Source: an optimization exercise on an open RTL-to-GDS flow (aim: a short achievable clock period and few clock cycles). Production flows keep margins and buffers that such runs may drop.
No run shown here included a check of the RTL's function; only the layout flow was run.
The clock port is modelled as an ideal driver; clocking choices that lean on that would not hold on a real chip.
Power figures rest on the tool's default switching activity, not on a simulated workload.

<file path="flow/config.mk">
export PLATFORM = sky130hd
export DESIGN_NAME = Simple_Single_CPU
export DESIGN_NICKNAME = Simple_Single_CPU
export VERILOG_FILES = /design/flow/design.v
export SDC_FILE = /design/flow/constraint.sdc
export NUM_CORES = 8
export LEC_CHECK = 0
export ABC_CLOCK_PERIOD_IN_PS = 5000
export CAP_MARGIN = 20
export CORE_MARGIN = 2
export CORE_UTILIZATION = 50
export PLACE_DENSITY = 0.65
export SETUP_SLACK_MARGIN = 5
export SLEW_MARGIN = 20
export SYNTH_HIERARCHICAL = 1
</file>
<file path="flow/constraint.sdc">
create_clock -name core_clock -period 11.0 [get_ports {clk_i}]
set_input_delay 2.2000 -clock core_clock [delete_from_list [all_inputs] [get_ports {clk_i}]]
set_output_delay 2.2000 -clock core_clock [all_outputs]
set_load 0.01 [all_outputs]
</file>
<file path="flow/design.v">
module Simple_Single_CPU
(
    input         clk_i,
    input         rst_n,
    output [31:0] imem_addr_o,
    input  [31:0] imem_rdata_i,
    output [31:0] dmem_addr_o,
    output [31:0] dmem_wdata_o,
    output        dmem_we_o,
    output        dmem_re_o,
    input  [31:0] dmem_rdata_i
);
    reg  [31:0] pcF;
    reg  [31:0] pcO;      
    reg         fwE;      
    reg         fastE;    
    reg         lateE;    
    reg         rdmE;     
    reg         stE;      
    reg         brE;      
    reg         jalrE;    
    reg         rpE;      
    reg         auiE;     
    reg         x1E;      
    reg  [4:0]  rdE;
    reg  [31:0] A, B, R2, pcE, tgtE, valE;
    reg         mSum, mOr, mAnd, mVal, slowE, sltE;
    reg         wM, ldM, weM, reM;
    reg         x1M;      
    reg  [4:0]  rdM;
    reg  [31:0] resM, sdM;
    reg  [31:0] resMo;    
    reg  [31:0] baseJ;
    reg         bjBad;
    reg  [31:0] rf [0:31];
    reg  [31:1] rfv;
    reg  [31:1] zf;
    assign imem_addr_o = pcO;
    wire [31:0] I   = imem_rdata_i;
    wire [4:0]  op  = I[6:2];
    wire [4:0]  rd  = I[11:7];
    wire [4:0]  rs1 = I[19:15];
    wire [4:0]  rs2 = I[24:20];
    wire [2:0]  f3  = I[14:12];
    wire dOP   = (op == 5'b01100);
    wire dIMM  = (op == 5'b00100);
    wire dLD   = (op == 5'b00000);
    wire dST   = (op == 5'b01000);
    wire dBR   = (op == 5'b11000);
    wire dJAL  = (op == 5'b11011);
    wire dJALR = (op == 5'b11001);
    wire dAUI  = (op == 5'b00101);
    wire rdnz   = (rd != 5'd0);
    wire dWen   = (dOP | dIMM | dLD | dJAL | dJALR | dAUI) & rdnz;
    wire useRs1 = dOP | dIMM | dLD | dST | dBR | dJALR;
    wire useRs2 = dOP | dST | dBR;
    wire useImm = dIMM | dLD | dST | dJALR;
    wire [31:0] immI = {{20{I[31]}}, I[31:20]};
    wire [31:0] immS = {{20{I[31]}}, I[31:25], I[11:7]};
    wire [31:0] immB = {{20{I[31]}}, I[7], I[30:25], I[11:8], 1'b0};
    wire [31:0] immJ = {{12{I[31]}}, I[19:12], I[20], I[30:21], 1'b0};
    wire arith = dOP | dIMM;
    wire aSub  = arith & (f3 == 3'b000) & I[30];
    wire aSlt  = arith & (f3 == 3'b010);
    wire aOr   = arith & (f3 == 3'b110);
    wire aAnd  = arith & ~(f3 == 3'b000) & ~(f3 == 3'b010) & ~(f3 == 3'b110);
    wire aSlow = aSub | aSlt;
    wire dVal  = dAUI | dJAL | dJALR;
    wire [1023:0] rfflat;
    wire [31:0]   zfe;
    assign rfflat[31:0] = 32'd0;
    assign zfe[0] = 1'b1;
    genvar g;
    generate
        for (g = 1; g < 32; g = g + 1) begin : rfeff
            assign rfflat[32*g +: 32] = rfv[g] ? rf[g] : ((g == 29) ? 32'd128 : 32'd0);
            assign zfe[g] = zf[g];
        end
    endgenerate
    wire [31:0] oh1, oh2, ohb, ohz1, ohz2;
    cpu_dec5   u_oh1 (.a(rs1), .y(oh1));
    cpu_dec5   u_oh2 (.a(rs2), .y(oh2));
    cpu_dec5   u_ohb (.a(rs2), .y(ohb));
    cpu_dec5   u_oz1 (.a(rs1), .y(ohz1));
    cpu_dec5   u_oz2 (.a(rs2), .y(ohz2));
    wire [31:0] resE;
    wire [31:0] mval;
    cpu_mux2 #(32) u_mval (.s(ldM), .a(dmem_rdata_i), .b(resM), .y(mval));
    wire fE1 = fastE & (rdE == rs1);
    wire fE2 = fastE & (rdE == rs2);
    wire fM1 = wM & (rdM == rs1);
    wire fM2 = wM & (rdM == rs2);
    wire fMl1 = fM1 & ldM, fMr1 = fM1 & ~ldM;
    wire fMl2 = fM2 & ldM, fMr2 = fM2 & ~ldM;
    wire fEb  = fE2 & ~useImm;
    wire fMlb = fMl2 & ~useImm, fMrb = fMr2 & ~useImm;
    wire [31:0] imB = dST ? immS : immI;
    wire [31:0] pA, qA, pR, qR, pB, qB;
    cpu_fwd3 u_fwa (.d0(resE), .s0(fE1), .d1(dmem_rdata_i), .s1(fMl1), .d2(resM), .s2(fMr1), .p(pA), .q(qA));
    cpu_fwd3 u_fwr (.d0(resE), .s0(fE2), .d1(dmem_rdata_i), .s1(fMl2), .d2(resM), .s2(fMr2), .p(pR), .q(qR));
    cpu_fwd4 u_fwb (.d0(resE), .s0(fEb), .d1(dmem_rdata_i), .s1(fMlb), .d2(resM), .s2(fMrb),
                    .d3(imB), .s3(useImm), .p(pB), .q(qB));
    wire [31:0] r1v, r2v, Bn;
    cpu_rdport u_opa (.regs(rfflat), .oh(oh1), .fw(fE1 | fM1), .p(pA), .q(qA), .y(r1v));
    cpu_rdport u_opr (.regs(rfflat), .oh(oh2), .fw(fE2 | fM2), .p(pR), .q(qR), .y(r2v));
    cpu_rdport u_opb (.regs(rfflat), .oh(ohb), .fw(fEb | fMlb | fMrb | useImm), .p(pB), .q(qB), .y(Bn));
    wire lduse = lateE & (((rdE == rs1) & useRs1) | ((rdE == rs2) & useRs2));
    wire [31:0] ohE, ohM;
    cpu_dec5 u_ohe (.a(rdE), .y(ohE));
    cpu_dec5 u_ohm (.a(rdM), .y(ohM));
    wire [31:0] busy = (ohE & {32{fwE}}) | (ohM & {32{wM}});
    wire [31:0] zfk  = zfe & ~busy;
    wire [31:0] nzfk = ~zfe & ~busy;
    wire zk1, zk2, nk1, nk2;
    cpu_zselg u_zs1 (.oh(ohz1), .z(zfk), .y(zk1));
    cpu_zselg u_zs2 (.oh(ohz2), .z(zfk), .y(zk2));
    cpu_zselg u_nz1 (.oh(ohz1), .z(nzfk), .y(nk1));
    cpu_zselg u_nz2 (.oh(ohz2), .z(nzfk), .y(nk2));
    wire off4   = (immB == 32'd4);
    wire sameBR = (rs1 == rs2);
    wire brT    = dBR & ~off4 & (sameBR | (zk1 & zk2));                   
    wire brN    = dBR & (off4 | (~sameBR & ((zk1 & nk2) | (nk1 & zk2))));  
    wire [31:0] pc4F;
    wire [18:0] pcH13p, pcH13m, tB0, tB1;
    wire [10:0] pcH21p, pcH21m, tJ0, tJ1;
    wire [19:0] bjHp, bjHm, tR0, tR1;
    cpu_inc4 u_pc4 (.a(pcF), .y(pc4F));
    cpu_incdec #(19) u_h13 (.a(pcF[31:13]), .p(pcH13p), .m(pcH13m));
    cpu_incdec #(11) u_h21 (.a(pcF[31:21]), .p(pcH21p), .m(pcH21m));
    cpu_incdec #(20) u_bjh (.a(baseJ[31:12]), .p(bjHp), .m(bjHm));
    cpu_hipre #(19) u_pb (.sg(I[31]), .h(pcF[31:13]), .hp(pcH13p), .hm(pcH13m), .y0(tB0), .y1(tB1));
    cpu_hipre #(11) u_pj (.sg(I[31]), .h(pcF[31:21]), .hp(pcH21p), .hm(pcH21m), .y0(tJ0), .y1(tJ1));
    cpu_hipre #(20) u_pr (.sg(I[31]), .h(baseJ[31:12]), .hp(bjHp), .hm(bjHm), .y0(tR0), .y1(tR1));
    wire [12:0] tBl; wire cB, cBn;
    wire [20:0] tJl; wire cJ;
    wire [11:0] tRl; wire cR;
    cpu_addg #(13) u_tbl (.a(pcF[12:0]), .b(immB[12:0]), .s(tBl), .co(cB), .con(cBn));
    cpu_addg #(21) u_tjl (.a(pcF[20:0]), .b(immJ[20:0]), .s(tJl), .co(cJ), .con());
    cpu_addg #(12) u_trl (.a(baseJ[11:0]), .b(I[31:20]), .s(tRl), .co(cR), .con());
    wire [18:0] tBh;
    cpu_mux2 #(19) u_tbh (.s(cB), .a(tB1), .b(tB0), .y(tBh));
    wire [31:0] tB = {tBh, tBl};    
    wire [19:0] auiH; wire auiC;
    cpu_add #(20) u_aui (.a(pcF[31:12]), .b(I[31:12]), .s(auiH), .co(auiC));
    wire [31:0] auiF = {auiH, pcF[11:0]};
    wire jalrF = auiE ? (rs1 == rdE) : ((rs1 == 5'd1) & ~x1E & ~bjBad);
    wire jmpF  = dJAL | (dJALR & jalrF);
    wire [31:0] sum; wire sumc;
    cpu_add #(32) u_sum (.a(A), .b(B), .s(sum), .co(sumc));
    cpu_ressel u_res (.a(A), .b(B), .sum(sum), .val(valE),
                      .mSum(mSum), .mOr(mOr), .mAnd(mAnd), .mVal(mVal), .y(resE));
    wire [31:0] dif = A - B;
    wire        slt = (A[31] ^ B[31]) ? A[31] : dif[31];
    wire [31:0] resMn = slowE ? (sltE ? {31'd0, slt} : dif) : resE;
    wire [31:0] resMno;
    cpu_pass #(32) u_rmo (.a(resMn), .y(resMno));
    wire eq;
    cpu_eq u_eq (.a(A), .b(R2), .eq(eq));
    wire mispE  = rpE | jalrE | (brE & eq);
    wire [31:0] rtgt = rpE ? pcE : jalrE ? sum : tgtE;
    wire nm  = ~mispE;
    wire eJ  = nm & dJAL;
    wire eR  = nm & dJALR & jalrF;
    wire eBs = nm & dBR & ~off4 & sameBR;     
    wire eBz = nm & dBR & ~off4;              
    wire e4  = nm & ~jmpF & ~eBs;             
    wire [31:0] pcN, pcNo;
    cpu_pcsel u_pcn (
        .sE(mispE), .e4n(~e4), .eBz(eBz), .eBs(eBs), .zk1(zk1), .zk2(zk2),
        .cB(cB), .cBn(cBn), .eJ(eJ), .cJ(cJ), .eR(eR), .cR(cR),
        .e(rtgt), .p4(pc4F),
        .rl(tRl), .r1(tR1), .r0(tR0), .jl(tJl), .j1(tJ1), .j0(tJ0),
        .bl(tBl), .b1(tB1), .b0(tB0), .y(pcN));
    cpu_pass #(32) u_pco (.a(pcN), .y(pcNo));
    wire vF = ~mispE & ~lduse;    
    wire        x1w  = wM & x1M;
    wire [31:0] x1M1 = x1w ? mval : rfflat[63:32];
    wire [31:0] x1n  = x1E ? valE : x1M1;
    always @(posedge clk_i or negedge rst_n) begin
        if (!rst_n) begin
            pcF   <= 32'd0;
            pcO   <= 32'd0;
            fwE   <= 1'b0; fastE <= 1'b0; lateE <= 1'b0; rdmE <= 1'b0; stE <= 1'b0;
            brE   <= 1'b0; jalrE <= 1'b0; rpE <= 1'b0; auiE <= 1'b0; x1E <= 1'b0;
            bjBad <= 1'b0;
            wM    <= 1'b0; weM <= 1'b0; reM <= 1'b0;
            rfv   <= 31'd0;
            zf    <= ~(31'd1 << 28);    
        end else begin
            pcF   <= pcN;
            pcO   <= pcNo;
            fwE   <= vF & dWen;
            fastE <= vF & dWen & ~dLD & ~aSlow;
            lateE <= vF & dWen & (dLD | aSlow);
            rdmE  <= vF & dLD;
            stE   <= vF & dST;
            brE   <= vF & dBR & ~brT & ~brN;
            jalrE <= vF & dJALR & ~jalrF;
            rpE   <= ~mispE & lduse;
            auiE  <= vF & dAUI & rdnz;
            x1E   <= vF & dWen & (rd == 5'd1);
            bjBad <= x1E & ~mVal;
            wM    <= fwE;
            weM   <= stE;
            reM   <= rdmE;
            if (wM) begin
                rfv[rdM] <= 1'b1;
                zf[rdM]  <= (mval == 32'd0);
            end
        end
    end
    always @(posedge clk_i) begin
        rdE   <= rd;
        A     <= r1v;
        B     <= Bn;
        R2    <= r2v;
        pcE   <= pcF;
        tgtE  <= tB;
        valE  <= dAUI ? auiF : pc4F;
        mVal  <= dVal;
        mOr   <= aOr;
        mAnd  <= aAnd;
        mSum  <= ~dVal & ~aOr & ~aAnd;
        slowE <= aSlow;
        sltE  <= aSlt;
        baseJ <= (vF & dAUI & rdnz) ? auiF : x1n;
        ldM   <= rdmE;
        x1M   <= x1E;
        rdM   <= rdE;
        resM  <= resMn;
        resMo <= resMno;
        sdM   <= R2;
        if (wM) rf[rdM] <= mval;
    end
    assign dmem_addr_o  = resMo;
    assign dmem_wdata_o = sdM;
    assign dmem_we_o    = weM;
    assign dmem_re_o    = reM;
endmodule
module cpu_add #(parameter W = 32)
(
    input  [W-1:0] a,
    input  [W-1:0] b,
    output [W-1:0] s,
    output         co
);
    localparam L = (W > 16) ? 5 : (W > 8) ? 4 : (W > 4) ? 3 : (W > 2) ? 2 : 1;
    wire [W-1:0] gg [0:L];
    wire [W-1:0] pp [0:L];
    assign gg[0] = a & b;
    assign pp[0] = a ^ b;
    genvar k, i;
    generate
        for (k = 0; k < L; k = k + 1) begin : lvl
            for (i = 0; i < W; i = i + 1) begin : bit_
                if (i >= (1 << k)) begin : comb
                    assign gg[k+1][i] = gg[k][i] | (pp[k][i] & gg[k][i - (1 << k)]);
                    assign pp[k+1][i] = pp[k][i] & pp[k][i - (1 << k)];
                end else begin : pass
                    assign gg[k+1][i] = gg[k][i];
                    assign pp[k+1][i] = pp[k][i];
                end
            end
        end
    endgenerate
    assign s  = pp[0] ^ {gg[L][W-2:0], 1'b0};
    assign co = gg[L][W-1];
endmodule
module cpu_incdec #(parameter W = 20)
(
    input  [W-1:0] a,
    output [W-1:0] p,
    output [W-1:0] m
);
    assign p = a + 1'b1;
    assign m = a - 1'b1;
endmodule
module cpu_inc4
(
    input  [31:0] a,
    output [31:0] y
);
    assign y = a + 32'd4;
endmodule
module cpu_hipre #(parameter W = 20)
(
    input          sg,
    input  [W-1:0] h,
    input  [W-1:0] hp,
    input  [W-1:0] hm,
    output [W-1:0] y0,
    output [W-1:0] y1
);
    assign y0 = sg ? hm : h;
    assign y1 = sg ? h : hp;
endmodule
module cpu_mux2 #(parameter W = 32)
(
    input          s,
    input  [W-1:0] a,
    input  [W-1:0] b,
    output [W-1:0] y
);
    assign y = s ? a : b;
endmodule
module cpu_dec5
(
    input  [4:0]  a,
    output [31:0] y
);
    genvar i;
    generate
        for (i = 0; i < 32; i = i + 1) begin : d
            assign y[i] = (a == i);
        end
    endgenerate
endmodule
module cpu_eq
(
    input  [31:0] a,
    input  [31:0] b,
    output        eq
);
    assign eq = (a == b);
endmodule
module cpu_ressel
(
    input  [31:0] a,
    input  [31:0] b,
    input  [31:0] sum,
    input  [31:0] val,
    input         mSum,
    input         mOr,
    input         mAnd,
    input         mVal,
    output [31:0] y
);
    assign y = ({32{mSum}} & sum) | ({32{mOr}} & (a | b)) |
               ({32{mAnd}} & (a & b)) | ({32{mVal}} & val);
endmodule
module cpu_rdport
(
    input  [1023:0] regs,
    input  [31:0]   oh,
    input           fw,
    input  [31:0]   p,
    input  [31:0]   q,
    output [31:0]   y
);
    genvar b, j;
    generate
        for (b = 0; b < 32; b = b + 1) begin : bit_
            wire [15:0] t;
            wire [3:0]  u;
            wire [1:0]  v;
            wire        x;
            for (j = 0; j < 16; j = j + 1) begin : l1
                g_aoi22 g (.a(oh[2*j]), .b(regs[32*(2*j) + b]), .c(oh[2*j+1]), .d(regs[32*(2*j+1) + b]), .y(t[j]));
            end
            for (j = 0; j < 4; j = j + 1) begin : l2
                g_nand4 g (.a(t[4*j]), .b(t[4*j+1]), .c(t[4*j+2]), .d(t[4*j+3]), .y(u[j]));
            end
            g_nor2  g3a (.a(u[0]), .b(u[1]), .y(v[0]));
            g_nor2  g3b (.a(u[2]), .b(u[3]), .y(v[1]));
            g_a21o  g4  (.a(v[0]), .b(v[1]), .c(fw), .y(x));
            g_nand3 g5  (.a(x), .b(p[b]), .c(q[b]), .y(y[b]));
        end
    endgenerate
endmodule
module cpu_fwd3
(
    input  [31:0] d0,
    input         s0,
    input  [31:0] d1,
    input         s1,
    input  [31:0] d2,
    input         s2,
    output [31:0] p,
    output [31:0] q
);
    genvar b;
    generate
        for (b = 0; b < 32; b = b + 1) begin : bit_
            g_aoi22 g1 (.a(d0[b]), .b(s0), .c(d1[b]), .d(s1), .y(p[b]));
            g_nand2 g2 (.a(d2[b]), .b(s2), .y(q[b]));
        end
    endgenerate
endmodule
module cpu_fwd4
(
    input  [31:0] d0,
    input         s0,
    input  [31:0] d1,
    input         s1,
    input  [31:0] d2,
    input         s2,
    input  [31:0] d3,
    input         s3,
    output [31:0] p,
    output [31:0] q
);
    genvar b;
    generate
        for (b = 0; b < 32; b = b + 1) begin : bit_
            g_aoi22 g1 (.a(d0[b]), .b(s0), .c(d1[b]), .d(s1), .y(p[b]));
            g_aoi22 g2 (.a(d2[b]), .b(s2), .c(d3[b]), .d(s3), .y(q[b]));
        end
    endgenerate
endmodule
module g_aoi22 (input a, input b, input c, input d, output y);
    assign y = ~((a & b) | (c & d));
endmodule
module g_nand4 (input a, input b, input c, input d, output y);
    assign y = ~(a & b & c & d);
endmodule
module g_and2 (input a, input b, output y);
    assign y = a & b;
endmodule
module g_a21o (input a, input b, input c, output y);
    assign y = (a & b) | c;
endmodule
module cpu_addg #(parameter W = 21)
(
    input  [W-1:0] a,
    input  [W-1:0] b,
    output [W-1:0] s,
    output         co,
    output         con
);
    localparam L = (W > 16) ? 5 : (W > 8) ? 4 : (W > 4) ? 3 : (W > 2) ? 2 : 1;
    wire [W-1:0] gg [0:L];
    wire [W-1:0] tt [0:L];
    wire [W-1:0] x;
    genvar k, i;
    generate
        for (i = 0; i < W; i = i + 1) begin : l0
            g_nand2 gn (.a(a[i]), .b(b[i]), .y(gg[0][i]));
            g_nor2  tn (.a(a[i]), .b(b[i]), .y(tt[0][i]));
            g_xor2  xx (.a(a[i]), .b(b[i]), .y(x[i]));
        end
        for (k = 1; k <= L; k = k + 1) begin : lvl
            for (i = 0; i < W; i = i + 1) begin : bit_
                if (i >= (1 << (k - 1))) begin : comb
                    if (k % 2 == 1) begin : odd
                        g_oai21 g (.a(tt[k-1][i]), .b(gg[k-1][i - (1 << (k - 1))]), .c(gg[k-1][i]), .y(gg[k][i]));
                        g_nor2  t (.a(tt[k-1][i]), .b(tt[k-1][i - (1 << (k - 1))]), .y(tt[k][i]));
                    end else begin : even
                        g_aoi21 g (.a(tt[k-1][i]), .b(gg[k-1][i - (1 << (k - 1))]), .c(gg[k-1][i]), .y(gg[k][i]));
                        g_nand2 t (.a(tt[k-1][i]), .b(tt[k-1][i - (1 << (k - 1))]), .y(tt[k][i]));
                    end
                end else begin : pass
                    g_inv g (.a(gg[k-1][i]), .y(gg[k][i]));
                    g_inv t (.a(tt[k-1][i]), .y(tt[k][i]));
                end
            end
        end
        assign s[0] = x[0];
        for (i = 1; i < W; i = i + 1) begin : sm
            if (L % 2 == 1) begin : t_
                g_xor2  g (.a(x[i]), .b(gg[L][i-1]), .y(s[i]));
            end else begin : n_
                g_xnor2 g (.a(x[i]), .b(gg[L][i-1]), .y(s[i]));
            end
        end
        if (L % 2 == 1) begin : cot
            assign co = gg[L][W-1];
            g_inv g (.a(gg[L][W-1]), .y(con));
        end else begin : cof
            g_inv g (.a(gg[L][W-1]), .y(co));
            assign con = gg[L][W-1];
        end
    endgenerate
endmodule
module g_nand2 (input a, input b, output y);
    assign y = ~(a & b);
endmodule
module g_nor2 (input a, input b, output y);
    assign y = ~(a | b);
endmodule
module g_xor2 (input a, input b, output y);
    assign y = a ^ b;
endmodule
module g_xnor2 (input a, input b, output y);
    assign y = ~(a ^ b);
endmodule
module g_inv (input a, output y);
    assign y = ~a;
endmodule
module g_oai21 (input a, input b, input c, output y);
    assign y = ~((a | b) & c);
endmodule
module g_aoi21 (input a, input b, input c, output y);
    assign y = ~((a & b) | c);
endmodule
module cpu_zselg
(
    input  [31:0] oh,
    input  [31:0] z,
    output        y
);
    wire [15:0] t;
    wire [3:0]  u;
    wire [1:0]  v;
    genvar j;
    generate
        for (j = 0; j < 16; j = j + 1) begin : l1
            g_aoi22 g (.a(oh[2*j]), .b(z[2*j]), .c(oh[2*j+1]), .d(z[2*j+1]), .y(t[j]));
        end
        for (j = 0; j < 4; j = j + 1) begin : l2
            g_nand4 g (.a(t[4*j]), .b(t[4*j+1]), .c(t[4*j+2]), .d(t[4*j+3]), .y(u[j]));
        end
    endgenerate
    g_nor2  g3a (.a(u[0]), .b(u[1]), .y(v[0]));
    g_nor2  g3b (.a(u[2]), .b(u[3]), .y(v[1]));
    g_nand2 g4  (.a(v[0]), .b(v[1]), .y(y));
endmodule
module cpu_pcsel
(
    input         sE,      
    input         e4n,     
    input         eBz,     
    input         eBs,     
    input         zk1,
    input         zk2,
    input         cB,
    input         cBn,
    input         eJ,      
    input         cJ,
    input         eR,      
    input         cR,
    input  [31:0] e,
    input  [31:0] p4,
    input  [11:0] rl,
    input  [19:0] r1,
    input  [19:0] r0,
    input  [20:0] jl,
    input  [10:0] j1,
    input  [10:0] j0,
    input  [12:0] bl,
    input  [18:0] b1,
    input  [18:0] b0,
    output [31:0] y
);
    genvar g, k;
    generate
        for (g = 0; g < 4; g = g + 1) begin : grp
            wire s4, sB, sBi, sBc, sBn, sJc, sJn, sRc, sRn;
            g_a31oi gs4 (.a(eBz), .b(zk1), .c(zk2), .d(e4n), .y(s4));
            if (g < 2) begin : lob
                g_a31o  gsb (.a(eBz), .b(zk1), .c(zk2), .d(eBs), .y(sB));
            end
            if (g > 0) begin : hib
                g_a31oi gsi (.a(eBz), .b(zk1), .c(zk2), .d(eBs), .y(sBi));
                g_nor2  gbc (.a(sBi), .b(cBn), .y(sBc));
                g_nor2  gbn (.a(sBi), .b(cB), .y(sBn));
                g_and2  grc (.a(eR), .b(cR), .y(sRc));
                g_and2b grn (.an(cR), .b(eR), .y(sRn));
            end
            if (g > 1) begin : hij
                g_and2  gjc (.a(eJ), .b(cJ), .y(sJc));
                g_and2b gjn (.an(cJ), .b(eJ), .y(sJn));
            end
            for (k = 0; k < 8; k = k + 1) begin : bit_
                localparam integer i = 8 * g + k;
                wire p, q, r, u;
                g_aoi22 ga (.a(e[i]), .b(sE), .c(p4[i]), .d(s4), .y(p));
                if (i < 12) begin : lo
                    g_aoi22 gb (.a(rl[i]), .b(eR), .c(jl[i]), .d(eJ), .y(q));
                    g_nand2 gc (.a(bl[i]), .b(sB), .y(r));
                    g_nand3 gy (.a(p), .b(q), .c(r), .y(y[i]));
                end else if (i < 13) begin : b12
                    g_aoi22 gb (.a(r1[i-12]), .b(sRc), .c(r0[i-12]), .d(sRn), .y(q));
                    g_aoi22 gc (.a(jl[i]), .b(eJ), .c(bl[i]), .d(sB), .y(r));
                    g_nand3 gy (.a(p), .b(q), .c(r), .y(y[i]));
                end else if (i < 21) begin : mid
                    g_aoi22 gb (.a(r1[i-12]), .b(sRc), .c(r0[i-12]), .d(sRn), .y(q));
                    g_aoi22 gc (.a(b1[i-13]), .b(sBc), .c(b0[i-13]), .d(sBn), .y(r));
                    g_nand2 gd (.a(jl[i]), .b(eJ), .y(u));
                    g_nand4 gy (.a(p), .b(q), .c(r), .d(u), .y(y[i]));
                end else begin : hi
                    g_aoi22 gb (.a(r1[i-12]), .b(sRc), .c(r0[i-12]), .d(sRn), .y(q));
                    g_aoi22 gc (.a(b1[i-13]), .b(sBc), .c(b0[i-13]), .d(sBn), .y(r));
                    g_aoi22 gd (.a(j1[i-21]), .b(sJc), .c(j0[i-21]), .d(sJn), .y(u));
                    g_nand4 gy (.a(p), .b(q), .c(r), .d(u), .y(y[i]));
                end
            end
        end
    endgenerate
endmodule
module g_nand3 (input a, input b, input c, output y);
    assign y = ~(a & b & c);
endmodule
module cpu_pass #(parameter W = 32)
(
    input  [W-1:0] a,
    output [W-1:0] y
);
    assign y = a;
endmodule
module g_a31o (input a, input b, input c, input d, output y);
    assign y = (a & b & c) | d;
endmodule
module g_a31oi (input a, input b, input c, input d, output y);
    assign y = ~((a & b & c) | d);
endmodule
module g_and2b (input an, input b, output y);
    assign y = ~an & b;
endmodule
</file>
<file path="flow/flow/run.sh">
#!/bin/bash
# The standard layout (the standard.sh, its synthesis unchanged), with these
# changes to how the layout is optimised:
#  - timing repair aims at a slack well above the 11 ns clock's, so that it keeps
#    shortening the critical paths;
#  - the port buffers are buf_8 cells rather than the resizer's default choice;
#  - extra timing repair passes after CTS (flow/post_cts.tcl) and after global
#    routing (flow/post_grt.tcl), through ORFS's step hooks.
# make's full output goes to standard_make.log; each ORFS step also keeps its own
# log under orfs/logs/.
set -euo pipefail
F=$(pwd)/flow
bash standard.sh SETUP_SLACK_MARGIN=7.6 \
    "BUFFER_PORTS_ARGS=-buffer_cell sky130_fd_sc_hd__buf_8" \
    POST_CTS_TCL=$F/post_cts.tcl POST_GLOBAL_ROUTE_TCL=$F/post_grt.tcl \
    finish > standard_make.log 2>&1
</file>
<file path="flow/flow/post_cts.tcl">
# Run after CTS's own timing repair: one more repair pass from the legalized
# placement, then legalize again.
estimate_parasitics -placement
repair_timing_helper
detailed_placement
check_placement -verbose
estimate_parasitics -placement
report_worst_slack -max
</file>
<file path="flow/flow/post_grt.tcl">
# Run after global routing's own repair: more timing repair passes with global
# routing parasitics, each followed by legalization and incremental rerouting of
# the changed nets, as global_route.tcl does after its repair.
for {set pass 0} {$pass < 2} {incr pass} {
  estimate_parasitics -global_routing
  repair_timing_helper
  global_route -start_incremental
  detailed_placement
  global_route -end_incremental
}
estimate_parasitics -global_routing
report_worst_slack -max
write_guides $::env(RESULTS_DIR)/route.guide
</file>
<file path="flow/standard.sh">
#!/bin/bash
# synth_recipe.tcl (not shown) runs the flow's synth.tcl, then flattens the netlist and writes it again
# the make line also repeats each setting of config.mk as NAME=value (left out here)
make -C /OpenROAD-flow-scripts/flow DESIGN_CONFIG=/design/flow/config.mk WORK_HOME=/design/flow/orfs CLKGATE_MAP_FILE= SYNTH_SCRIPT=/design/flow/synth_recipe.tcl "${@:-finish}"
</file>
==> flow_summary.yaml, run 1 <==
status:
  status: "finished clean"
sta:
  tns_ps: 0
  timing.final.crit_period_ps: 4416
  whs_ps: 361.8
  max_slew_margin: 0.1496
  max_freq_mhz: 226.4
  finClkSkew_ps: 43.11
  finalCritPeriodShare: 0.4015
  setup_viol: 0
  tightest_slew_ps: 1272
  final_hold_viol_count: 0
  report.final.slew_viol_count: 0
layout:
  fillers: 13730
  top_register: "rf"
  nets: 9599
  synthToLayoutAreaGrowth_pct: 31.53
  drive_gt1_frac: 0.4671
  largest_reg_flops: 992
  final_cell_mix: "1837 x a22oi_2, 999 x and2_1, 992 x edfxtp_1"
  utilization: 0.6625
  fin_area_sq_um: 124400
  final_common_cell: "a22oi_2"
routing:
  drt_iter0_drc: 16280
  vias: 90580
  first_pass_iters: 9
  vias_per_cell: 7.494
  drc: 0
  wl_um: 509200
  ant_nets: 0
  wl_per_cell_um: 42.13
critical_path:
  crit_type: "primary input to register"
  crit_chain: "buf_16 > nand3b_1 > buf_4 > nor2_4 > buf_16 > a22oi_2 > nand4_1 > nor2_4 > a21o_1 > nand3_1"
  path_max_fanout: 17
  cp-start-kind: "primary input"
  setup.worst_path.start: "imem_rdata_i[20]"
  crit_required_ps: 11780
  slowest_delay_ps: 910
  slowest_stage: "nand4_1"
  cp-end-kind: "register"
  arrival_ps: 5190
  rr_startpoint: "R2[5]$_DFF_P_"
cts:
  clk_pin_slew_ps: 60
  cts_tree: "done"
  clock-sinks: 1470
  clock_latency_ps: 920
pwr:
  leakage_nw: 41.79
  ir_drop_mv: 0.1430
  p_per_area_nw_per_um2: 172.9
placed_design:
  placed_cell_area_sq_um: 102100
  port_buffers: 161
  dpl.hpwl_um: 268900
  gp_congestion: 1.043
floorplan:
  die_w_um: 439.0
  ios: 164
  rows: 159
  die-area_sq_um: 192700
  start_util: 0.5037
  fp.dieH_um: 439.0
  fp.coreArea_sq_um: 187800
logic_synthesis:
  synth_cells: 8384
  avgSynthCellArea_sq_um: 11.28
  syn_area_sq_um: 94600
  yosys_warnings: 12
global_routing:
  track_usage: 0.4915
  grt_max_degree: 78
  antenna_found_initial: 31
  grtUsageMet1: 0.5946
  grt.met3_usage: 0.2444
  overflow: 0
  grt_pass1_vias: 81140
  grt_pass1_wl_um: 658300
  grtUsageMet2: 0.6658
  busiest_layer: "met2"
worst_hold_path:
  hold_start: "stE$_DFF_PN0_"
  hold_path.class: "register to register"
run:
  maxCapViolCount: 0
-- worst max-delay path, delay by kind of cell --
kind,cells,cell delay (ps)
buf+inv,3,550
compound gates,2,440
simple gates,5,1940
-- area by class of cell --
cell class,instances,area (sq um),area share
antenna,25,62.56,0.0005028
clock buffer,227,4793,0.03853
clock inverter,86,867.1,0.006969
inverter,181,691.9,0.005561
multi-input combinational,6537,58950,0.4738
sequential,1470,40370,0.3245
tap,2495,3122,0.02509
timing repair buffer,1067,15560,0.1251
-- power breakdown --
part	internal, W	switching, W	total (W)
Sequential	0.00682	0.00113	0.00795
Combinational	0.00285	0.00479	0.00764
Clock	0.00339	0.00253	0.00593
-- final timing paths --
check,cells after the start,slack (ps),to
setup reg to reg,15,7180,pcO[29]$_DFF_PN0_
hold reg to reg,0,360,weM$_DFF_PN0_
max in group asynchronous,2,8210,rfv[6]$_DFFE_PN0P_
setup / recovery,10,6580,R2[7]$_DFF_P_
min in group asynchronous,1,1290,pcO[29]$_DFF_PN0_
hold / removal,0,360,weM$_DFF_PN0_
-- metrics by stage --
| step | total power, W | instances | worst slack [ps] |
|---|---|---|---|
| after detailed placement | 0.01396 | 11010 | 5584 |
| after floorplan | 0.01150 | 8485 | 6657 |
| after global placement | 0.01387 | 11010 | 5606 |
| final | 0.02151 | 12090 | 6584 |
-- per-layer routing --
metal | vias to the layer above | share of wire
met1 | 44360 | 0.34
met5 | - | 0.0018
met3 | 2622 | 0.17
li1 | 34690 | -
met2 | 8883 | 0.38
met4 | 28 | 0.11
==> run 2: changes to the inputs <==
--- a/flow/design.v
+++ b/flow/design.v
@@ -79,8 +79,7 @@
     endgenerate
-    wire [31:0] oh1, oh2, ohb, ohz1, ohz2;
-    cpu_dec5   u_oh1 (.a(rs1), .y(oh1));
-    cpu_dec5   u_oh2 (.a(rs2), .y(oh2));
-    cpu_dec5   u_ohb (.a(rs2), .y(ohb));
-    cpu_dec5   u_oz1 (.a(rs1), .y(ohz1));
-    cpu_dec5   u_oz2 (.a(rs2), .y(ohz2));
+    wire [31:0] oh1, oh2, ohz1, ohz2;
+    cpu_dec5g  u_oh1 (.a(rs1), .y(oh1));
+    cpu_dec5g  u_oh2 (.a(rs2), .y(oh2));
+    cpu_dec5g  u_oz1 (.a(rs1), .y(ohz1));
+    cpu_dec5g  u_oz2 (.a(rs2), .y(ohz2));
     wire [31:0] resE;
@@ -102,6 +101,9 @@
                     .d3(imB), .s3(useImm), .p(pB), .q(qB));
+    wire [31:0] v10, v11, v20, v21;
+    cpu_rdtree u_rt1 (.regs(rfflat), .oh(oh1), .v0(v10), .v1(v11));
+    cpu_rdtree u_rt2 (.regs(rfflat), .oh(oh2), .v0(v20), .v1(v21));
     wire [31:0] r1v, r2v, Bn;
-    cpu_rdport u_opa (.regs(rfflat), .oh(oh1), .fw(fE1 | fM1), .p(pA), .q(qA), .y(r1v));
-    cpu_rdport u_opr (.regs(rfflat), .oh(oh2), .fw(fE2 | fM2), .p(pR), .q(qR), .y(r2v));
-    cpu_rdport u_opb (.regs(rfflat), .oh(ohb), .fw(fEb | fMlb | fMrb | useImm), .p(pB), .q(qB), .y(Bn));
+    cpu_opfin u_opa (.v0(v10), .v1(v11), .fw(fE1 | fM1), .p(pA), .q(qA), .y(r1v));
+    cpu_opfin u_opr (.v0(v20), .v1(v21), .fw(fE2 | fM2), .p(pR), .q(qR), .y(r2v));
+    cpu_opfin u_opb (.v0(v20), .v1(v21), .fw(fEb | fMlb | fMrb | useImm), .p(pB), .q(qB), .y(Bn));
     wire lduse = lateE & (((rdE == rs1) & useRs1) | ((rdE == rs2) & useRs2));
@@ -160,12 +162,9 @@
     wire [31:0] rtgt = rpE ? pcE : jalrE ? sum : tgtE;
-    wire nm  = ~mispE;
-    wire eJ  = nm & dJAL;
-    wire eR  = nm & dJALR & jalrF;
-    wire eBs = nm & dBR & ~off4 & sameBR;     
-    wire eBz = nm & dBR & ~off4;              
-    wire e4  = nm & ~jmpF & ~eBs;             
+    wire dR  = dJALR & jalrF;
+    wire bS  = dBR & sameBR;                  
+    wire j4n = jmpF | bS;                     
     wire [31:0] pcN, pcNo;
     cpu_pcsel u_pcn (
-        .sE(mispE), .e4n(~e4), .eBz(eBz), .eBs(eBs), .zk1(zk1), .zk2(zk2),
-        .cB(cB), .cBn(cBn), .eJ(eJ), .cJ(cJ), .eR(eR), .cR(cR),
+        .sE(mispE), .j4n(j4n), .bZ(dBR), .bS(bS), .zk1(zk1), .zk2(zk2),
+        .cB(cB), .cBn(cBn), .dJ(dJAL), .cJ(cJ), .dR(dR), .cR(cR),
         .e(rtgt), .p4(pc4F),
@@ -340,3 +339,3 @@
 endmodule
-module cpu_rdport
+module cpu_rdtree
 (
@@ -344,6 +343,4 @@
     input  [31:0]   oh,
-    input           fw,
-    input  [31:0]   p,
-    input  [31:0]   q,
-    output [31:0]   y
+    output [31:0]   v0,
+    output [31:0]   v1
 );
@@ -354,4 +351,2 @@
             wire [3:0]  u;
-            wire [1:0]  v;
-            wire        x;
             for (j = 0; j < 16; j = j + 1) begin : l1
@@ -362,6 +357,22 @@
             end
-            g_nor2  g3a (.a(u[0]), .b(u[1]), .y(v[0]));
-            g_nor2  g3b (.a(u[2]), .b(u[3]), .y(v[1]));
-            g_a21o  g4  (.a(v[0]), .b(v[1]), .c(fw), .y(x));
-            g_nand3 g5  (.a(x), .b(p[b]), .c(q[b]), .y(y[b]));
+            g_nor2  g3a (.a(u[0]), .b(u[1]), .y(v0[b]));
+            g_nor2  g3b (.a(u[2]), .b(u[3]), .y(v1[b]));
+        end
+    endgenerate
+endmodule
+module cpu_opfin
+(
+    input  [31:0] v0,
+    input  [31:0] v1,
+    input         fw,
+    input  [31:0] p,
+    input  [31:0] q,
+    output [31:0] y
+);
+    genvar b;
+    generate
+        for (b = 0; b < 32; b = b + 1) begin : bit_
+            wire x;
+            g_a21o  g4 (.a(v0[b]), .b(v1[b]), .c(fw), .y(x));
+            g_nand3 g5 (.a(x), .b(p[b]), .c(q[b]), .y(y[b]));
         end
@@ -494,2 +505,26 @@
 endmodule
+module cpu_dec5g
+(
+    input  [4:0]  a,
+    output [31:0] y
+);
+    wire [4:0] an;
+    wire [3:0] nl;
+    wire [7:0] nh;
+    genvar i;
+    generate
+        for (i = 0; i < 5; i = i + 1) begin : iv
+            g_inv g (.a(a[i]), .y(an[i]));
+        end
+        for (i = 0; i < 4; i = i + 1) begin : lo
+            g_nand2 g (.a(((i / 2) % 2) ? a[1] : an[1]), .b((i % 2) ? a[0] : an[0]), .y(nl[i]));
+        end
+        for (i = 0; i < 8; i = i + 1) begin : hi
+            g_nand3 g (.a(((i / 4) % 2) ? a[4] : an[4]), .b(((i / 2) % 2) ? a[3] : an[3]), .c((i % 2) ? a[2] : an[2]), .y(nh[i]));
+        end
+        for (i = 0; i < 32; i = i + 1) begin : ln
+            g_nor2 g (.a(nl[i % 4]), .b(nh[i / 4]), .y(y[i]));
+        end
+    endgenerate
+endmodule
 module cpu_zselg
@@ -519,5 +554,5 @@
     input         sE,      
-    input         e4n,     
-    input         eBz,     
-    input         eBs,     
+    input         j4n,     
+    input         bZ,      
+    input         bS,      
     input         zk1,
@@ -526,5 +561,5 @@
     input         cBn,
-    input         eJ,      
+    input         dJ,      
     input         cJ,
-    input         eR,      
+    input         dR,      
     input         cR,
@@ -543,2 +578,4 @@
 );
+    wire nm;
+    g_inv gnm (.a(sE), .y(nm));
     genvar g, k;
@@ -546,17 +583,24 @@
         for (g = 0; g < 4; g = g + 1) begin : grp
-            wire s4, sB, sBi, sBc, sBn, sJc, sJn, sRc, sRn;
-            g_a31oi gs4 (.a(eBz), .b(zk1), .c(zk2), .d(e4n), .y(s4));
+            wire s4, sJ, sR, nbS, nbZ, nbSc, nbSn, sB, sBc, sBn, sJc, sJn, sRc, sRn;
+            g_a311oi gs4 (.a(bZ), .b(zk1), .c(zk2), .d(sE), .e(j4n), .y(s4));
+            g_and2   gbs (.a(nm), .b(bS), .y(nbS));
             if (g < 2) begin : lob
-                g_a31o  gsb (.a(eBz), .b(zk1), .c(zk2), .d(eBs), .y(sB));
+                g_a41o  gsb (.a(nm), .b(bZ), .c(zk1), .d(zk2), .e(nbS), .y(sB));
+                g_and2  gsr (.a(nm), .b(dR), .y(sR));
+            end
+            if (g < 3) begin : loj
+                g_and2  gsj (.a(nm), .b(dJ), .y(sJ));
             end
             if (g > 0) begin : hib
-                g_a31oi gsi (.a(eBz), .b(zk1), .c(zk2), .d(eBs), .y(sBi));
-                g_nor2  gbc (.a(sBi), .b(cBn), .y(sBc));
-                g_nor2  gbn (.a(sBi), .b(cB), .y(sBn));
-                g_and2  grc (.a(eR), .b(cR), .y(sRc));
-                g_and2b grn (.an(cR), .b(eR), .y(sRn));
+                g_and2  gbz (.a(nm), .b(bZ), .y(nbZ));
+                g_and3  gsc (.a(nm), .b(bS), .c(cB), .y(nbSc));
+                g_and3b gsn (.an(cB), .b(nm), .c(bS), .y(nbSn));
+                g_a41o  gbc (.a(zk1), .b(zk2), .c(cB), .d(nbZ), .e(nbSc), .y(sBc));
+                g_a41o  gbn (.a(zk1), .b(zk2), .c(cBn), .d(nbZ), .e(nbSn), .y(sBn));
+                g_and3  grc (.a(nm), .b(dR), .c(cR), .y(sRc));
+                g_and3b grn (.an(cR), .b(nm), .c(dR), .y(sRn));
             end
             if (g > 1) begin : hij
-                g_and2  gjc (.a(eJ), .b(cJ), .y(sJc));
-                g_and2b gjn (.an(cJ), .b(eJ), .y(sJn));
+                g_and3  gjc (.a(nm), .b(dJ), .c(cJ), .y(sJc));
+                g_and3b gjn (.an(cJ), .b(nm), .c(dJ), .y(sJn));
             end
@@ -567,3 +611,3 @@
                 if (i < 12) begin : lo
-                    g_aoi22 gb (.a(rl[i]), .b(eR), .c(jl[i]), .d(eJ), .y(q));
+                    g_aoi22 gb (.a(rl[i]), .b(sR), .c(jl[i]), .d(sJ), .y(q));
                     g_nand2 gc (.a(bl[i]), .b(sB), .y(r));
@@ -572,3 +616,3 @@
                     g_aoi22 gb (.a(r1[i-12]), .b(sRc), .c(r0[i-12]), .d(sRn), .y(q));
-                    g_aoi22 gc (.a(jl[i]), .b(eJ), .c(bl[i]), .d(sB), .y(r));
+                    g_aoi22 gc (.a(jl[i]), .b(sJ), .c(bl[i]), .d(sB), .y(r));
                     g_nand3 gy (.a(p), .b(q), .c(r), .y(y[i]));
@@ -577,3 +621,3 @@
                     g_aoi22 gc (.a(b1[i-13]), .b(sBc), .c(b0[i-13]), .d(sBn), .y(r));
-                    g_nand2 gd (.a(jl[i]), .b(eJ), .y(u));
+                    g_nand2 gd (.a(jl[i]), .b(sJ), .y(u));
                     g_nand4 gy (.a(p), .b(q), .c(r), .d(u), .y(y[i]));
@@ -589,2 +633,14 @@
 endmodule
+module g_a311oi (input a, input b, input c, input d, input e, output y);
+    assign y = ~((a & b & c) | d | e);
+endmodule
+module g_a41o (input a, input b, input c, input d, input e, output y);
+    assign y = (a & b & c & d) | e;
+endmodule
+module g_and3 (input a, input b, input c, output y);
+    assign y = a & b & c;
+endmodule
+module g_and3b (input an, input b, input c, output y);
+    assign y = ~an & b & c;
+endmodule
 module g_nand3 (input a, input b, input c, output y);
--- a/flow/flow/run.sh
+++ b/flow/flow/run.sh
@@ -6,4 +6,4 @@
 #  - the port buffers are buf_8 cells rather than the resizer's default choice;
-#  - extra timing repair passes after CTS (flow/post_cts.tcl) and after global
-#    routing (flow/post_grt.tcl), through ORFS's step hooks.
+#  - an extra timing repair pass after CTS (flow/post_cts.tcl), through ORFS's
+#    step hook.
 # make's full output goes to standard_make.log; each ORFS step also keeps its own
@@ -14,3 +14,3 @@
     "BUFFER_PORTS_ARGS=-buffer_cell sky130_fd_sc_hd__buf_8" \
-    POST_CTS_TCL=$F/post_cts.tcl POST_GLOBAL_ROUTE_TCL=$F/post_grt.tcl \
+    POST_CTS_TCL=$F/post_cts.tcl \
     finish > standard_make.log 2>&1
--- a/flow/config.mk
+++ b/flow/config.mk
@@ -10,4 +10,4 @@
 export CORE_MARGIN = 2
-export CORE_UTILIZATION = 50
-export PLACE_DENSITY = 0.65
+export CORE_UTILIZATION = 35
+export PLACE_DENSITY = 0.5
 export SETUP_SLACK_MARGIN = 5
removed: flow/flow/post_grt.tcl
==> run 2 against run 1 <==
Flip-flop and latch count stayed put. Worst setup slack improved by 460 ps. Sequential power down 4.2%. Synthesized area is 7.7% lower. Critical path depth increased by 2. Hold slack worse by 8.8 ps. Clock power is 2% lower. Sequential share of layout area grew 3.3 points. Design area decreased by 9.3%. Maximum frequency increased by 12%. Power is 5.5% lower. Critical endpoint is now A[13]$_DFF_P_.
==> flow_summary.yaml, run 2 <==
floorplan:
  rows: 183
  fp.dieH_um: 503.6
  die_w_um: 503.6
  fp.coreArea_sq_um: 248400
  die-area_sq_um: 253600
  start_util: 0.3516
  ios: 164
sta:
  rsz0062_at_grt: "yes"
  max_slew_margin: 0.2390
  finalCritPeriodShare: 0.3598
  max_freq_mhz: 252.6
  tightest_slew_ps: 1142
  timing.final.crit_period_ps: 3958
  setup_viol: 0
  final_hold_viol_count: 0
  finClkSkew_ps: 39.58
  tns_ps: 0
  report.final.slew_viol_count: 0
layout:
  synthToLayoutAreaGrowth_pct: 29.12
  largest_reg_flops: 992
  nets: 8594
  final_cell_mix: "1322 x a22oi_2, 1006 x and2_1, 992 x edfxtp_1"
  utilization: 0.4540
  drive_gt1_frac: 0.4083
  top_register: "rf"
  fin_cells: 11910
  final_common_cell: "a22oi_2"
pwr:
  p_int_w: 0.01272
  p_clk_frac: 0.287
  leakage_nw: 38.94
  p_sw_w: 0.007621
  p_comb_frac: 0.338
  ir_drop_mv: 0.1264
  p_per_area_nw_per_um2: 180.3
  p_sw_frac: 0.3747
  seq_power_share: 0.374
routing:
  vias: 72750
  ant_nets: 0
  wl_per_cell_um: 35.89
  drc: 0
  wl_um: 427500
  drt_iter0_drc: 8019
  vias_per_cell: 6.107
  first_pass_iters: 8
worst_hold_path:
  min_to: "weM$_DFF_PN0_"
  min_path_cells: 0
  hold_start: "stE$_DFF_PN0_"
  hold_path.class: "register to register"
cts:
  clock-sinks: 1470
  cts_tree: "done"
  clk_pin_slew_ps: 60
  clock_latency_ps: 880
critical_path:
  crit_required_ps: 11740
  rr_startpoint: "R2[5]$_DFF_P_"
  crit_family: "simple AND/OR/NAND/NOR gates"
  cp-start-kind: "primary input"
  crit_type: "primary input to register"
  path_buf_inv: 5
  rr_worst_depth: 10
  arrival_ps: 4700
  cp-end-kind: "register"
  r2r_end: "pcO[18]$_DFF_PN0_"
  path_max_fanout: 6
  slowest_delay_ps: 650
  r2r_setup_slack_ps: 7280
  crit_top_cell: "buf_12"
  crit_chain: "buf_16 > buf_12 > buf_8 > nand3_4 > buf_12 > nor2_4 > buf_12 > a22oi_2 > nand4_1 > nor2_4 > a21o_1 > nand3_1"
  slowest_stage: "nand4_1"
global_routing:
  grt_max_degree: 75
  overflow: 0
  track_usage: 0.3281
  antenna_found_initial: 36
  grt_pass1_vias: 69750
  grt_pass1_wl_um: 576000
placed_design:
  dpl.hpwl_um: 242600
  dp.cells: 11040
  port_buffers: 161
  gp_congestion: 0.9348
logic_synthesis:
  syn_area_sq_um: 87350
  synth_cells: 7601
  avgSynthCellArea_sq_um: 11.49
  yosys_warnings: 12
status:
  status: "finished clean"
run:
  maxCapViolCount: 0
==> run 2: worst reg2reg max path, delay by kind of cell, from the launching register on <==
family	cells	cell delay [ps]
AND/OR/NAND/NOR	5	1650
AO/OA/AOI/OAI	3	720
flip-flops	1	460
buffers and inverters	1	430
XOR/XNOR	1	260
==> run 2: area by class of cell <==
type	instances	area [sq um]
repair buffers	856	12440
flip-flops and latches	1470	40310
clock inverters	91	795.8
clock buffers	233	4823
inverters	213	884.6
well taps	3330	4167
diodes	16	40.04
fillers	22540	135600
multi-input cells	5704	49320
==> run 2: per-layer routing <==
metal  routed length, um  vias up  GRT usage
met1              167300    36940     0.4128
met2              189900     4085     0.5092
met3               41350     1023    0.08090
li1                    -    30690          -
met4               28890       12     0.1945
met5                  81        -          0
==> run 2: per-stage QoR <==
step           power [W]  hold WS [ps]  cell area [sq um]  worst slack (ps)
2_1_floorplan    0.01117         331.2              88920              6548
3_3_place_gp     0.01353         339.7              95410              5213
3_5_place_dp     0.01356         343.4              95410              5264
5_1_grt          0.02095         358.2             112800              7094
6_report         0.02034         353.0             112800              7042
==> run 2: worst max path at each step <==
stage,endpoint,cells after the start,start
floorplan,B[0]$_DFF_P_,7,imem_rdata_i[4]
global placement,pcF[26]$_DFF_PN0_,11,imem_rdata_i[21]
detailed placement,pcF[25]$_DFF_PN0_,11,imem_rdata_i[21]
global route,A[13]$_DFF_P_,12,imem_rdata_i[17]
finish,A[13]$_DFF_P_,12,imem_rdata_i[17]
==> run 2: power by group through the flow <==
stage	Combinational [W]	Sequential, W	Clock (W)
after floorplan	0.00386	0.00731	0
after global placement	0.00589	0.00764	0
after detailed placement	0.00592	0.00764	0
after global routing	0.00718	0.00764	0.00613
final	0.00688	0.00762	0.00584
==> run 3: changes to the inputs <==
--- a/flow/design.v
+++ b/flow/design.v
@@ -80,4 +80,4 @@
     wire [31:0] oh1, oh2, ohz1, ohz2;
-    cpu_dec5g  u_oh1 (.a(rs1), .y(oh1));
-    cpu_dec5g  u_oh2 (.a(rs2), .y(oh2));
+    cpu_dec5   u_oh1 (.a(rs1), .y(oh1));
+    cpu_dec5   u_oh2 (.a(rs2), .y(oh2));
     cpu_dec5g  u_oz1 (.a(rs1), .y(ohz1));
@@ -115,5 +115,7 @@
     wire [31:0] nzfk = ~zfe & ~busy;
-    wire zk1, zk2, nk1, nk2;
+    wire zk1, zk2, zk1b, zk2b, nk1, nk2;
     cpu_zselg u_zs1 (.oh(ohz1), .z(zfk), .y(zk1));
     cpu_zselg u_zs2 (.oh(ohz2), .z(zfk), .y(zk2));
+    cpu_zselg u_zs3 (.oh(ohz1), .z(zfk), .y(zk1b));
+    cpu_zselg u_zs4 (.oh(ohz2), .z(zfk), .y(zk2b));
     cpu_zselg u_nz1 (.oh(ohz1), .z(nzfk), .y(nk1));
@@ -167,3 +169,3 @@
     cpu_pcsel u_pcn (
-        .sE(mispE), .j4n(j4n), .bZ(dBR), .bS(bS), .zk1(zk1), .zk2(zk2),
+        .sE(mispE), .j4n(j4n), .bZ(dBR), .bS(bS), .zk1(zk1), .zk2(zk2), .zk1b(zk1b), .zk2b(zk2b),
         .cB(cB), .cBn(cBn), .dJ(dJAL), .cJ(cJ), .dR(dR), .cR(cR),
@@ -557,4 +559,6 @@
     input         bS,      
-    input         zk1,
+    input         zk1,     
     input         zk2,
+    input         zk1b,    
+    input         zk2b,
     input         cB,
@@ -584,6 +588,8 @@
             wire s4, sJ, sR, nbS, nbZ, nbSc, nbSn, sB, sBc, sBn, sJc, sJn, sRc, sRn;
-            g_a311oi gs4 (.a(bZ), .b(zk1), .c(zk2), .d(sE), .e(j4n), .y(s4));
+            wire z1 = (g < 2) ? zk1 : zk1b;
+            wire z2 = (g < 2) ? zk2 : zk2b;
+            g_a311oi gs4 (.a(bZ), .b(z1), .c(z2), .d(sE), .e(j4n), .y(s4));
             g_and2   gbs (.a(nm), .b(bS), .y(nbS));
             if (g < 2) begin : lob
-                g_a41o  gsb (.a(nm), .b(bZ), .c(zk1), .d(zk2), .e(nbS), .y(sB));
+                g_a41o  gsb (.a(nm), .b(bZ), .c(z1), .d(z2), .e(nbS), .y(sB));
                 g_and2  gsr (.a(nm), .b(dR), .y(sR));
@@ -597,4 +603,4 @@
                 g_and3b gsn (.an(cB), .b(nm), .c(bS), .y(nbSn));
-                g_a41o  gbc (.a(zk1), .b(zk2), .c(cB), .d(nbZ), .e(nbSc), .y(sBc));
-                g_a41o  gbn (.a(zk1), .b(zk2), .c(cBn), .d(nbZ), .e(nbSn), .y(sBn));
+                g_a41o  gbc (.a(z1), .b(z2), .c(cB), .d(nbZ), .e(nbSc), .y(sBc));
+                g_a41o  gbn (.a(z1), .b(z2), .c(cBn), .d(nbZ), .e(nbSn), .y(sBn));
                 g_and3  grc (.a(nm), .b(dR), .c(cR), .y(sRc));
==> flow/flow/post_cts.tcl (replaced) <==
# Run after CTS's own timing repair.
# 1. Weak gates that drive long nets: a single-strength cell whose net spans more
#    than 50 um (half-perimeter of its pins' cells) becomes the strength-4 (else 2)
#    cell of the same function, so that later extraction finds no slow, long,
#    weakly driven wire that the repair, working from estimates, left alone.
# 2. One more timing repair pass, then legalize.
set block [ord::get_db_block]
set db [ord::get_db]
set thr [expr {50 * [$block getDbUnitsPerMicron]}]
set n 0
foreach net [$block getNets] {
  if {[$net getSigType] ne "SIGNAL"} { continue }
  set drv ""
  set xs {}
  set ys {}
  foreach it [$net getITerms] {
    set b [[$it getInst] getBBox]
    lappend xs [$b xMin]
    lappend ys [$b yMin]
    if {[$it isOutputSignal]} { set drv [$it getInst] }
  }
  if {$drv eq "" || [llength $xs] < 2} { continue }
  set hp [expr {[tcl::mathfunc::max {*}$xs] - [tcl::mathfunc::min {*}$xs] + [tcl::mathfunc::max {*}$ys] - [tcl::mathfunc::min {*}$ys]}]
  if {$hp < $thr} { continue }
  set m [[$drv getMaster] getName]
  if {![regexp {^(sky130_fd_sc_hd__(nand|nor|a2|o2|a3|o3|a4|o4|inv|xor|xnor|and|or|mux)[a-z0-9]*)_[01]$} $m -> base]} { continue }
  foreach s {4 2} {
    set nm [$db findMaster ${base}_$s]
    if {$nm ne ""} {
      $drv swapMaster $nm
      incr n
      break
    }
  }
}
puts "post_cts: upsized $n weak drivers of long nets"
detailed_placement
estimate_parasitics -placement
report_worst_slack -max
repair_timing_helper
detailed_placement
check_placement -verbose
estimate_parasitics -placement
report_worst_slack -max
==> run 3 against run 2 <==
Clock power about the same. Maximum frequency up 7.6%. Power up 2.7%. Worst setup slack better by 280 ps. Sequential share of layout area down 1.5 points. Global-route usage down 0.92 points. Final cell count down 0.15%. Non-clock buffer count down 59. Largest power group unchanged. Design area up 4.4%. Combinational power up 6.0%. Critical path type unchanged. Die area up 0.60%.
==> flow_summary.yaml, run 3 <==
sta:
  whs_ps: 347.6
  setup_ws_ps: 7321
  max_freq_mhz: 271.8
  report.final.slew_viol_count: 0
  setup_viol: 0
  finalCritPeriodShare: 0.3345
  finClkSkew_ps: 55.65
  max_slew_margin: 0.2013
  tns_ps: 0
  tightest_slew_ps: 1198
  rsz0062_at_grt: "yes"
  final_hold_viol_count: 0
  timing.final.crit_period_ps: 3679
critical_path:
  cp-start-kind: "primary input"
  rr_startpoint: "R2[17]$_DFF_P_"
  crit_type: "primary input to register"
  crit_required_ps: 11730
  cp-end-kind: "register"
  path_max_fanout: 8
  arrival_ps: 4410
  setup.worst_path.start: "imem_rdata_i[19]"
pwr:
  p_sw_w: 0.007971
  ir_drop_mv: 0.1548
  p_clk_frac: 0.281
  seq_power_share: 0.371
  p_comb_frac: 0.349
  leakage_nw: 40.09
  p_int_w: 0.01293
  p_sw_frac: 0.3814
  p_per_area_nw_per_um2: 177.5
layout:
  fillers: 22240
  top_register: "rf"
  utilization: 0.4727
  synthToLayoutAreaGrowth_pct: 33.99
  seq_area_sq_um: 40300
  fin_cells: 11900
  nets: 8571
  drive_gt1_frac: 0.4601
  final_common_cell: "a22oi_2"
  final_cell_mix: "1359 x a22oi_2, 992 x edfxtp_1, 980 x and2_1"
  largest_reg_flops: 992
  multi_input_area_sq_um: 55350
routing:
  vias: 72970
  vias_per_cell: 6.135
  drc: 0
  drt_iter0_drc: 7891
  wl_per_cell_um: 35.92
  wl_um: 427300
  first_pass_iters: 6
  ant_nets: 0
placed_design:
  pre_cts_ws_ps: 5360
  dpl.hpwl_um: 248900
  port_buffers: 161
  gp_congestion: 0.9696
  dp.cells: 11080
worst_hold_path:
  hold_path.class: "register to register"
  hold_start: "stE$_DFF_PN0_"
floorplan:
  fp.coreArea_sq_um: 249100
  rows: 183
  fp.dieH_um: 505.1
  start_util: 0.3528
  die-area_sq_um: 255100
  ios: 164
  die_w_um: 505.1
cts:
  cts_tree: "done"
  clock_latency_ps: 890
  clock-sinks: 1470
  clk_pin_slew_ps: 60
status:
  status: "finished clean"
logic_synthesis:
  syn_area_sq_um: 87880
  avgSynthCellArea_sq_um: 11.50
  synth_cells: 7643
  yosys_warnings: 12
global_routing:
  track_usage: 0.3189
  antenna_found_initial: 17
  overflow: 0
  grt_pass1_vias: 69390
  grt_max_degree: 68
  grt_pass1_wl_um: 571500
run:
  maxCapViolCount: 0
run 3: cell count changes in the layout (fill, tap and decap cells not counted), moves of 27 or more:
| cell | previous run | this run |
|---|---|---|
| a22oi_2 | 1322 | 1359 |
| nand4_4 | 2 | 148 |
| xor2_1 | 171 | 144 |
| buf_16 | 98 | 68 |
| nor2_4 | 186 | 244 |
| nor2_1 | 325 | 246 |
| mux2i_1 | 79 | 50 |
| nand2_1 | 351 | 321 |
| xor2_4 | 0 | 28 |
| mux2i_4 | 0 | 28 |
| buf_6 | 117 | 82 |
| nand4_1 | 320 | 183 |
run 3: worst paths after layout:
path	end	slack, ps	depth (start not counted)
setup / recovery	pcO[26]$_DFF_PN0_	7320	12
hold / removal	weM$_DFF_PN0_	350	0
setup reg to reg	pcO[26]$_DFF_PN0_	7350	11
hold reg to reg	weM$_DFF_PN0_	350	0
max in group asynchronous	rfv[13]$_DFFE_PN0P_	7910	3
min in group asynchronous	pcF[24]$_DFF_PN0_	1300	1
run 3: per-stage QoR:
| stage | power, W | instance area (sq um) |
|---|---|---|
| finish | 0.02090 | 117800 |
| floorplan | 0.01117 | 89260 |
| global placement | 0.01355 | 95720 |
| detailed placement | 0.01361 | 95720 |
| global route | 0.02148 | 117700 |
run 3: layout make-up:
type,instances,area share
well taps,3330,0.03538
inverters,203,0.007119
diodes,24,0.0005100
repair inverters,2,0.0001169
clock inverters,68,0.006970
multi-input cells,5750,0.4701
clock buffers,251,0.04150
flip-flops and latches,1470,0.3423
repair buffers,797,0.09608
run 3: layer usage:
metal | share of wire | track usage
met4 | 0.078 | 0.2061
met1 | 0.40 | 0.4178
met3 | 0.087 | 0.06170
met5 | 0.000070 | 0
met2 | 0.44 | 0.4801
run 3: power by group through the flow:
stage               combinational (W)  sequential, W  clock [W]
global placement              0.00585        0.00770          0
global route                  0.00757        0.00778    0.00613
detailed placement            0.00590        0.00771          0
floorplan                     0.00386        0.00731          0
finish                        0.00729        0.00774    0.00586
run 3: worst max-delay path: stages:
cell	delay, ps
buf_16	150
clkinvlp_4	190
buf_6	170
nand3_4	110
nor2_2	80
a22oi_2	170
nand4_1	200
nor2_4	210
nand2_8	130
a41o_4	330
a22oi_2	240
nand4_1	140

-- what the ideal ports hide --
No port has a modelled driver above. Below, the same layouts with a new extraction and two added sets of constraints.
Step 1 (the two cells are an assumption about what drives the block):
set clk [get_ports {clk_i}]
set_driving_cell -lib_cell sky130_fd_sc_hd__clkbuf_16 $clk
set_driving_cell -lib_cell sky130_fd_sc_hd__buf_2 [delete_from_list [all_inputs] $clk]
Step 2, shift: input delay + t, output delay - t, t = (earliest + latest rising clock arrival at the registers) / 2. This alone moves slack from input paths to output paths.
Three values: ideal, step 1, step 2; two values: the first two.
run	t (ns)	slack for setup (ns)	cell pins on the clock port's net
run 1	0.987	6.584 / 6.384 / 5.397	1
run 2	0.950	7.042 / 6.843 / 5.893	1
run 3	0.956	7.321 / 7.009 / 6.053	1
After both steps every run listed still meets setup and hold. The setup slack of run 3, which loses most, moves by -0.312 ns with the drivers and by -1.268 ns with both steps.
